What follows belongs to an exercise in optimizing a design on an open flow for small area, a short achievable clock period and few clock cycles; a production flow would make more cautious choices. In this exercise RTL edits were held to simulation tests only and were not proved equivalent to the original. Power and IR drop assume default switching activity.

==> flow/design.v (excerpt) <==
module finder(clk,rst_n,wr,din,find,dfind,full,is,location);
Settings: LEC_CHECK=0, ABC_CLOCK_PERIOD_IN_PS=2500, CAP_MARGIN=20, CORE_MARGIN=2, CORE_UTILIZATION=40, CTS_BUF_LIST=sky130_fd_sc_hd__clkbuf_8, CTS_CLUSTER_DIAMETER=60, CTS_CLUSTER_SIZE=18, SETUP_SLACK_MARGIN=4.5, SLEW_MARGIN=20; clock period 8.0 ns.
run.sh (not shown) runs the stock make flow with config.mk's settings and CLKGATE_MAP_FILE= SYNTH_SCRIPT=/design/flow/synth_recipe.tcl, a recipe that flattens the netlist after the stock synthesis.
Testbench counts at the start, summed over its fixed seeds: cycles 2,400.
Next try:
- ABC_AREA: default -> 1
- ABC_CLOCK_PERIOD_IN_PS: 2500 -> default
After rerunning:
- core utilization went up by 0.88 points
- cell count rises by 26%
- routed wire length grows by about 2.5%

* * *

The RTL this note starts from:
==> flow/design.v <==
module finder(clk,rst_n,wr,din,find,dfind,full,is,location);
	input clk;
	input rst_n;
	input wr;
	input [7:0] din;
	input find;
	input [7:0] dfind;
	output reg full;
	output reg is;
	output [5:0] location;
	reg [7:0] mem [0:62];
	reg [5:0] pointer;
	always @(posedge clk or negedge rst_n)
		if (!rst_n) begin
			pointer <= 6'd0;
			full <= 1'b0;
		end else if (wr) begin
			if (pointer != 6'd63) begin
				pointer <= pointer + 6'd1;
				full <= 1'b0;
			end else begin
				pointer <= 6'd0;
				full <= 1'b1;
			end
		end
	genvar i;
	generate
		for (i = 0; i < 63; i = i + 1) begin : g_mem
			always @(posedge clk)
				if (wr && pointer == i)
					mem[i] <= din;
		end
	endgenerate
	wire [63:0] m;
	wire [63:0] h;
	generate
		for (i = 0; i < 63; i = i + 1) begin : g_cmp
			assign m[i] = (mem[i] == dfind);
			assign h[i] = m[i] & (location <= i);
		end
	endgenerate
	assign m[63] = 1'b0;
	assign h[63] = 1'b0;
	function [6:0] first64(input [63:0] v);
		reg [5:0] idx;
		integer k;
		begin
			idx = 6'd0;
			for (k = 63; k >= 0; k = k - 1)
				if (v[k]) idx = k;
			first64 = {|v, idx};
		end
	endfunction
	wire [6:0] fh = first64(h);
	wire [6:0] fm = first64(m);
	reg [5:0] fh_r, fm_r;
	reg anyh_r;
	always @(posedge clk or negedge rst_n)
		if (!rst_n) begin
			is <= 1'b0;
			anyh_r <= 1'b0;
			fh_r <= 6'd0;
			fm_r <= 6'd0;
		end else if (find) begin
			is <= fm[6];
			anyh_r <= fh[6];
			fh_r <= fh[5:0];
			fm_r <= fm[5:0];
		end
	assign location = anyh_r ? fh_r : fm_r;
endmodule
Settings: LEC_CHECK=0, CAP_MARGIN=20, CORE_MARGIN=2, CORE_UTILIZATION=40, SETUP_SLACK_MARGIN=5.0, SLEW_MARGIN=20; clock period 8.0 ns.
The starting point completed without violations.
Testbench counts at the start, summed over its fixed seeds: cycles 2,400.
Rerun with:
CTS_BUF_LIST = sky130_fd_sc_hd__clkbuf_8   (was default)
CTS_CLUSTER_DIAMETER = 60   (was default)
CTS_CLUSTER_SIZE = 18   (was default)
PLACE_DENSITY = 0.75   (was default)
SETUP_SLACK_MARGIN = 4.5   (was 5.0)
What happened: Final cell count drops by 6.1%. Critical path depth shrinks by 9. Clock-buffer cell count falls by 25.
Rerun with:
CORE_UTILIZATION = 65   (was 40)
PLACE_DENSITY = default   (was 0.75)
Effect:
- The changed run went through all stages and came out clean
- clock skew shrinks by 0.010 ns
- global-route usage is higher by 14 points
- count of clock-buffer cells in the layout is higher by 3
- sequential power is about the same
- non-clock buffer count shrinks by 11
- die area shrinks by well over a third
- routed wire length falls by a few percent
- via count fell slightly

* * *

RTL: the design.v shown in full above, as it stands there.
Settings: LEC_CHECK=0, CAP_MARGIN=20, CORE_MARGIN=2, CORE_UTILIZATION=40, CTS_BUF_LIST=sky130_fd_sc_hd__clkbuf_8, CTS_CLUSTER_DIAMETER=60, CTS_CLUSTER_SIZE=18, SETUP_SLACK_MARGIN=4.5, SLEW_MARGIN=20; clock period 8.0 ns.
The starting point produced a clean layout.
Testbench counts at the start, summed over its fixed seeds: cycles 2,400.
Next try:
--- a/flow/config.mk
+++ b/flow/config.mk
@@ -10,5 +10,5 @@
 export CORE_UTILIZATION = 40
-export CTS_BUF_LIST = sky130_fd_sc_hd__clkbuf_8
-export CTS_CLUSTER_DIAMETER = 60
-export CTS_CLUSTER_SIZE = 18
+export CTS_BUF_LIST = sky130_fd_sc_hd__clkbuf_16
+export CTS_CLUSTER_DIAMETER = 100
+export CTS_CLUSTER_SIZE = 30
 export SETUP_SLACK_MARGIN = 4.5
Register-to-register slack is worse by 0.07 ns; wire length barely changes; sequential power hardly moves; maximum frequency goes down by 0.82%.
Next try:
==> flow/flow/run.sh (new file) <==
#!/bin/bash
# Standard layout (standard synthesis and every standard step), with ORFS's
# power recovery enabled after global-route repair: it downsizes cells on
# paths that have slack to spare.
set -euo pipefail
bash standard.sh RECOVER_POWER=100 finish > flow_make.log 2>&1
==> flow/standard.sh (new file) <==
#!/bin/bash
# synth_recipe.tcl (not shown) runs the flow's synth.tcl, then flattens the netlist and writes it again
# the make line also repeats each setting of config.mk as NAME=value (left out here)
make -C /OpenROAD-flow-scripts/flow DESIGN_CONFIG=/design/flow/config.mk WORK_HOME=/design/flow/orfs CLKGATE_MAP_FILE= SYNTH_SCRIPT=/design/flow/synth_recipe.tcl "${@:-finish}"
--- a/flow/config.mk
+++ b/flow/config.mk
@@ -10,5 +10,5 @@
 export CORE_UTILIZATION = 40
-export CTS_BUF_LIST = sky130_fd_sc_hd__clkbuf_16
-export CTS_CLUSTER_DIAMETER = 100
-export CTS_CLUSTER_SIZE = 30
+export CTS_BUF_LIST = sky130_fd_sc_hd__clkbuf_8
+export CTS_CLUSTER_DIAMETER = 60
+export CTS_CLUSTER_SIZE = 18
 export SETUP_SLACK_MARGIN = 4.5
removed: flow/run.sh
=> The changed run reached the layout checks and failed them: max-capacitance violations, max-slew violations; synthesized area stays the same; power goes up by 0.62%; sequential share of layout area goes up by 0.62 points; routed wire length goes up by 0.43%; register-to-register slack is worse by 0.34 ns; worst setup slack got worse by 1.6 ns.
Next try:
==> flow/run.sh (new file) <==
#!/bin/bash
# synth_recipe.tcl (not shown) runs the flow's synth.tcl, then flattens the netlist and writes it again
# the make line also repeats each setting of config.mk as NAME=value (left out here)
make -C /OpenROAD-flow-scripts/flow DESIGN_CONFIG=/design/flow/config.mk WORK_HOME=/design/flow/orfs CLKGATE_MAP_FILE= SYNTH_SCRIPT=/design/flow/synth_recipe.tcl finish
--- a/flow/config.mk
+++ b/flow/config.mk
@@ -10,5 +10,2 @@
 export CORE_UTILIZATION = 40
-export CTS_BUF_LIST = sky130_fd_sc_hd__clkbuf_8
-export CTS_CLUSTER_DIAMETER = 60
-export CTS_CLUSTER_SIZE = 18
 export SETUP_SLACK_MARGIN = 4.5
removed: flow/flow/run.sh
removed: flow/standard.sh
Outcome: The new run completed with no timing, DRC or antenna violations. Synthesized cell count does not change. Power came out higher by about a fifth. Die area does not change. Final area went up by a little under a tenth. Clock skew falls by 0.015 ns. Clock power went up by well over a third. Worst hold slack is worse by 0.0035 ns. Synthesized area stays the same.

* * *

run 1:
RTL: the design.v shown in full above, as it stands there.
clock: 8.0 ns
lec_check: 0
cap_margin: 20
core_margin: 2
core_utilization: 40
cts_buf_list: sky130_fd_sc_hd__clkbuf_8
cts_cluster_diameter: 60
cts_cluster_size: 18
setup_slack_margin: 4.7
slew_margin: 20
Stock flow here: none of the scripts above is used.
Testbench counts of run 1, summed over its fixed seeds: cycles 2,400.
Input-level comparison between run 2 and run 1:
diff --git a/flow/config.mk b/flow/config.mk
--- a/flow/config.mk
+++ b/flow/config.mk
@@ -12,4 +12,5 @@
 export CTS_CLUSTER_DIAMETER = 60
 export CTS_CLUSTER_SIZE = 18
-export SETUP_SLACK_MARGIN = 4.7
+export SETUP_SLACK_MARGIN = 4.5
 export SLEW_MARGIN = 20
+export TNS_END_PERCENT = 10
### Flow results
- Run 2 reports a higher measured slew at the worst slew-check pin than run 1 does.
- Run 2 ended up with dfind[1] as its first element of the critical path; run 1 ended up with anyh_r.
- For run 1, the standard cell with the maximum stage delay on the critical path was dfrtp_2, unlike run 2, where it was or4_1.
- Total power consumption of the routed design: run 2 < run 1
- Going from run 1 to run 2, the global routing usage summed across all routing layers was found to have gone down by 0.21 points.
- Against run 1, final worst-path setup slack in run 2 came out worse.
#### Input delta (run 3 over run 2)
diff --git a/flow/config.mk b/flow/config.mk
--- a/flow/config.mk
+++ b/flow/config.mk
@@ -6,4 +6,5 @@
 export NUM_CORES = 4
 export LEC_CHECK = 0
+export ABC_CLOCK_PERIOD_IN_PS = 1500
 export CAP_MARGIN = 20
 export CORE_MARGIN = 2
@@ -14,3 +15,2 @@
 export SETUP_SLACK_MARGIN = 4.5
 export SLEW_MARGIN = 20
-export TNS_END_PERCENT = 10
Results
Synthesis-to-finish area growth (run 3 over run 2): increase, 1.5 points
Delta (run 3 minus run 2): post-CTS setup buffer count went down by 8, total die area was more or less identical, total met2 wirelength after detailed routing went down by 4.2%, count of buffer and inverter cells on the critical path went up by 2.
Number of ordinary inverters in the final layout: run 3 vs run 2 identical
Compared with run 2, in run 3 internal power summed over all cells fell 0.96%, number of cell instances on the worst register-to-register path rose 1, maximum frequency rose about 5%.

* * *

finder, a different RTL version from the one above (not shown whole).
For scale: about 1900 cells after synthesis, ~520 flip-flops, ~28 I/O pins, about 25000 um2 of cells after synthesis.
clock: 8.0 ns
lec_check: 0
abc_clock_period_in_ps: 3000
cap_margin: 20
core_margin: 2
core_utilization: 60
setup_slack_margin: 4.5
slew_margin: 20
Testbench counts at the start, summed over its fixed seeds: cycles 2,400.
Edit:
Settings changed: ABC_CLOCK_PERIOD_IN_PS 3000 to default, CORE_UTILIZATION 60 to 40.
Critical path depth decreases by 2; sequential power is about the same; final cell count grows by 12%; wire length came out higher by 1.4%; combinational power barely changes; utilization is lower by 24 points; power grows by 3.6%; non-clock buffer count drops by 1; via count fell by 2.6%; worst hold slack got worse by 22 ps.

[afterwards: timing with drivers on the ports]
No port has a modelled driver above. Below, the same layouts with a new extraction and two added sets of constraints.
Step 1, drivers: a clkbuf_16 drives clk and a buf_2 each remaining input, both assumed.
Step 2 adds t to the input delays and takes it off the output delays; t is the mean of the earliest and latest rising clock arrival at the registers after step 1. Input paths then give back, and output paths get back, about the clock's delay inside the block.
Three values: ideal ports, drivers, drivers and shift; two values: the first two.
run	t (ns)	slack for setup (ns)	worst setup path at the end
the first run of note 1	0.707	4.498 / 4.392 / 3.685	input to register
the second run of note 1	0.719	2.675 / 2.674 / 1.955	input to register
the first run of note 2	0.680	4.340 / 4.205 / 3.525	input to register
the second run of note 2	0.699	4.427 / 4.260 / 3.561	input to register
the third run of note 2	0.701	4.410 / 4.259 / 3.559	input to register
the first run of note 3	0.707	4.498 / 4.392 / 3.685	input to register
the second run of note 3	0.649	4.469 / 4.332 / 3.683	input to register
the third run of note 3	0.704	2.885 / 2.745 / 2.041	input to register
the fourth run of note 3	0.678	4.472 / 4.354 / 3.675	input to register
run 1	0.713	4.502 / 4.392 / 3.680	input to register
run 2	0.716	4.319 / 4.188 / 3.472	input to register
run 3	0.707	4.498 / 4.392 / 3.685	input to register
the first run of note 5	0.662	4.122 / 3.959 / 3.297	input to register
the second run of note 5	0.680	4.186 / 3.975 / 3.295	input to register
The setup slack of the second run of note 5, which loses most, moves by -0.211 ns with the drivers and by -0.891 ns with both steps.
